Background: an optimization exercise with open tools, aiming at small area. Do not read the settings as production practice. The RTL was checked by simulation tests, not by an equivalence proof against the original design.

==> v4: inputs <==
==> flow/design.v (excerpt) <==
module CPU (
    input wire clk,
    input wire reset,
    output wire [31:0] mem_addr,
    output wire [31:0] mem_wdata,
    output wire        mem_we,
    input  wire [31:0] mem_rdata
);
    reg [31:0] PC, MDR, RAA, A, B, ALUOut, HI, LO, EPC;
    reg [5:0]  IR_op;
    reg [9:0]  IR_rsrt;
    reg [15:0] IR_imm;
    wire [31:0] IR = {IR_op, IR_rsrt, IR_imm};
    wire [5:0]  opcode = IR[31:26];
    wire [5:0]  funct  = IR[5:0];
    wire [4:0]  rs     = IR[25:21];
    wire [4:0]  rt     = IR[20:16];
    wire [4:0]  rd     = IR[15:11];
    wire [15:0] imm    = IR[15:0];
    wire [31:0] sext   = {{16{imm[15]}}, imm};
    localparam [4:0]
        S_B    = 5'd0,  S_LS   = 5'd1,  S_LD   = 5'd2,  S_LX   = 5'd3,
        S_SW   = 5'd4,  S_SBH  = 5'd5,  S_ARI  = 5'd6,  S_ADDI = 5'd7,
        S_SLTI = 5'd8,  S_SLT  = 5'd9,  S_J    = 5'd10, S_JAL  = 5'd11,
        S_MULT = 5'd12, S_MF   = 5'd13, S_JR   = 5'd14, S_SHF  = 5'd15,
        S_S2R  = 5'd16, S_BR   = 5'd17, S_ADDM = 5'd18, S_SLLM = 5'd19,
        S_LUI  = 5'd20, S_EXC  = 5'd21;
    reg [4:0] st, st_n;
    reg [4:0] cnt, cnt_n;
    reg PC_W, Mem_W, MDR_W, RAA_W, IR_W, RB_W, EPC_W, HILO_W, AOW, PWC;
    reg [1:0] IorD, EC, RegDST, CB, SrcA;
    reg [2:0] SrcB, PCSrc, MemToReg;
    reg       AluSub, AluAnd, DivOuMult, WMS;
    reg PC_W_n, Mem_W_n, MDR_W_n, RAA_W_n, IR_W_n, RB_W_n, EPC_W_n, HILO_W_n, AOW_n, PWC_n;
    reg [1:0] IorD_n, EC_n, RegDST_n, CB_n, SrcA_n;
    reg [2:0] SrcB_n, PCSrc_n, MemToReg_n;
    reg       AluSub_n, AluAnd_n, DivOuMult_n, WMS_n;
    wire ovf;
    wire op_ls = (opcode == 6'd32) | (opcode == 6'd33) | (opcode == 6'd35) |
                 (opcode == 6'd40) | (opcode == 6'd41) | (opcode == 6'd43);
  ...
==> module rf_bit, before the edit <==
module rf_bit (
    input  wire [31:0] d,
    input  wire [31:0] sel,
    output wire        y
);
    wire [9:0] n;
    genvar k;
    generate
        for (k = 0; k < 10; k = k + 1) begin : g_grp
            aoi222 u_grp (.a0(d[3*k]), .b0(sel[3*k]), .a1(d[3*k+1]), .b1(sel[3*k+1]),
                          .a2(d[3*k+2]), .b2(sel[3*k+2]), .y(n[k]));
        end
    endgenerate
    wire [2:0] m;
    nand4g    u_m0 (.a(n[0]), .b(n[1]), .c(n[2]), .d(n[3]), .y(m[0]));
    nand4g    u_m1 (.a(n[4]), .b(n[5]), .c(n[6]), .d(n[7]), .y(m[1]));
    nand2aoi  u_m2 (.a(n[8]), .b(n[9]), .c0(d[30]), .d0(sel[30]), .c1(d[31]), .d1(sel[31]), .y(m[2]));
    or3g      u_or (.a(m[0]), .b(m[1]), .c(m[2]), .y(y));
endmodule
==> module nand4g, before the edit <==
module nand4g (
    input  wire a, b, c, d,
    output wire y
);
    assign y = ~(a & b & c & d);
endmodule
==> module nand2aoi, before the edit <==
module nand2aoi (
    input  wire a, b, c0, d0, c1, d1,
    output wire y
);
    assign y = ~(a & b) | (c0 & d0) | (c1 & d1);
endmodule
==> module or3g, before the edit <==
module or3g (
    input  wire a, b, c,
    output wire y
);
    assign y = a | b | c;
endmodule
==> flow/config.mk <==
export PLATFORM = sky130hd
export DESIGN_NAME = CPU
export DESIGN_NICKNAME = CPU
export VERILOG_FILES = /design/flow/design.v
export SDC_FILE = /design/flow/constraint.sdc
export NUM_CORES = 4
export LEC_CHECK = 0
export CAP_MARGIN = 5
export CORE_MARGIN = 2
export CORE_UTILIZATION = 50
export CTS_BUF_LIST = sky130_fd_sc_hd__clkbuf_8
export CTS_CLUSTER_DIAMETER = 56
export CTS_CLUSTER_SIZE = 16
export PLACE_DENSITY = 0.65
export SLEW_MARGIN = 5
export SYNTH_HIERARCHICAL = 1
==> flow/constraint.sdc <==
create_clock -name core_clock -period 18.0 [get_ports {clk}]
set_input_delay 3.6000 -clock core_clock [delete_from_list [all_inputs] [get_ports {clk}]]
set_output_delay 3.6000 -clock core_clock [all_outputs]
set_load 0.01 [all_outputs]
standard.sh (not shown) runs the stock make flow with config.mk's settings and CLKGATE_MAP_FILE= SYNTH_SCRIPT=/design/flow/synth_recipe.tcl, a recipe that flattens the netlist after the stock synthesis.
==> flow/flow/run.sh <==
#!/bin/bash
# Own layout flow: the standard ORFS flow (standard.sh, unchanged
# synthesis, floorplan, power grid and routing) with two changes:
#  - the clock tree is built without dummy balancing loads,
#  - port buffers use buf_1.
# make's full output goes to flow_make.log; each ORFS step writes its own
# log under orfs/logs/.
set -euo pipefail
bash standard.sh \
  "CTS_ARGS=-sink_clustering_enable -sink_clustering_size 16 -sink_clustering_max_diameter 56 -repair_clock_nets -dont_use_dummy_load -buf_list {sky130_fd_sc_hd__clkbuf_8}" \
  "BUFFER_PORTS_ARGS=-buffer_cell sky130_fd_sc_hd__buf_1" \
  finish > flow_make.log 2>&1
==> v11: changes against v4 <==
--- a/flow/design.v
+++ b/flow/design.v
@@ -520,5 +520,5 @@
     output wire        y
 );
-    wire [9:0] n;
+    wire [10:0] n;
     genvar k;
     generate
@@ -528,27 +528,6 @@
         end
     endgenerate
-    wire [2:0] m;
-    nand4g    u_m0 (.a(n[0]), .b(n[1]), .c(n[2]), .d(n[3]), .y(m[0]));
-    nand4g    u_m1 (.a(n[4]), .b(n[5]), .c(n[6]), .d(n[7]), .y(m[1]));
-    nand2aoi  u_m2 (.a(n[8]), .b(n[9]), .c0(d[30]), .d0(sel[30]), .c1(d[31]), .d1(sel[31]), .y(m[2]));
-    or3g      u_or (.a(m[0]), .b(m[1]), .c(m[2]), .y(y));
-endmodule
-module nand4g (
-    input  wire a, b, c, d,
-    output wire y
-);
-    assign y = ~(a & b & c & d);
-endmodule
-module nand2aoi (
-    input  wire a, b, c0, d0, c1, d1,
-    output wire y
-);
-    assign y = ~(a & b) | (c0 & d0) | (c1 & d1);
-endmodule
-module or3g (
-    input  wire a, b, c,
-    output wire y
-);
-    assign y = a | b | c;
+    assign n[10] = ~((d[30] & sel[30]) | (d[31] & sel[31]));
+    assign y = ~&n;
 endmodule
 module aoi222 (
--- a/flow/flow/run.sh
+++ b/flow/flow/run.sh
@@ -8,5 +8,5 @@
 set -euo pipefail
 bash standard.sh \
-  "CTS_ARGS=-sink_clustering_enable -sink_clustering_size 16 -sink_clustering_max_diameter 56 -repair_clock_nets -dont_use_dummy_load -buf_list {sky130_fd_sc_hd__clkbuf_8}" \
+  "CTS_ARGS=-sink_clustering_enable -sink_clustering_size 12 -sink_clustering_max_diameter 50 -repair_clock_nets -dont_use_dummy_load -buf_list {sky130_fd_sc_hd__clkbuf_8}" \
   "BUFFER_PORTS_ARGS=-buffer_cell sky130_fd_sc_hd__buf_1" \
   finish > flow_make.log 2>&1
- CTS_CLUSTER_DIAMETER: 56 -> 50
- CTS_CLUSTER_SIZE: 16 -> 12
==> impl_metrics.ini <==
[run_status]
outcome = timing/DRC/antenna clean

[worst_setup_path]
worst-path-stages = 47

[floorplan]
die_w_um = 367

[global_routing]
groute.usage.overall_pct = 36.5
# the run above: v4

==> impl_metrics.ini <==
[run_status]
outcome = timing/DRC/antenna clean

[drt]
wirelength_um = 252000

[global_routing]
groute.usage.overall_pct = 36.3

[floorplan]
die_y_um = 368
die_w_um = 368

[worst_setup_path]
worst-path-stages = 44
# the run above: v11

==> what the ideal ports hide <==
In the flow no input, the clock included, has a driving cell. The finished layouts below were timed again as built, in two steps. Step 1, drivers: a clkbuf_16 drives clk and a buf_2 each remaining input, both assumed. Step 2, shift: input delay + t, output delay - t, t = (earliest + latest rising clock arrival at the registers) / 2. This alone moves slack from input paths to output paths. Slacks: no drivers / after step 1 / after step 2; pairs: no drivers / after step 1.
run	shift t [ns]	slack for setup (ns)	worst hold slack (ns)	worst setup path at the end	latest minus earliest clock arrival (ns)
v4	0.976	1.149 / 1.149 / 1.149	0.395 / 0.395 / 0.395	register to register	0.099 / 0.098
v11	0.980	0.994 / 0.994 / 0.994	0.399 / 0.399 / 0.399	register to register	0.133 / 0.133
After both steps every run listed still meets setup and hold.
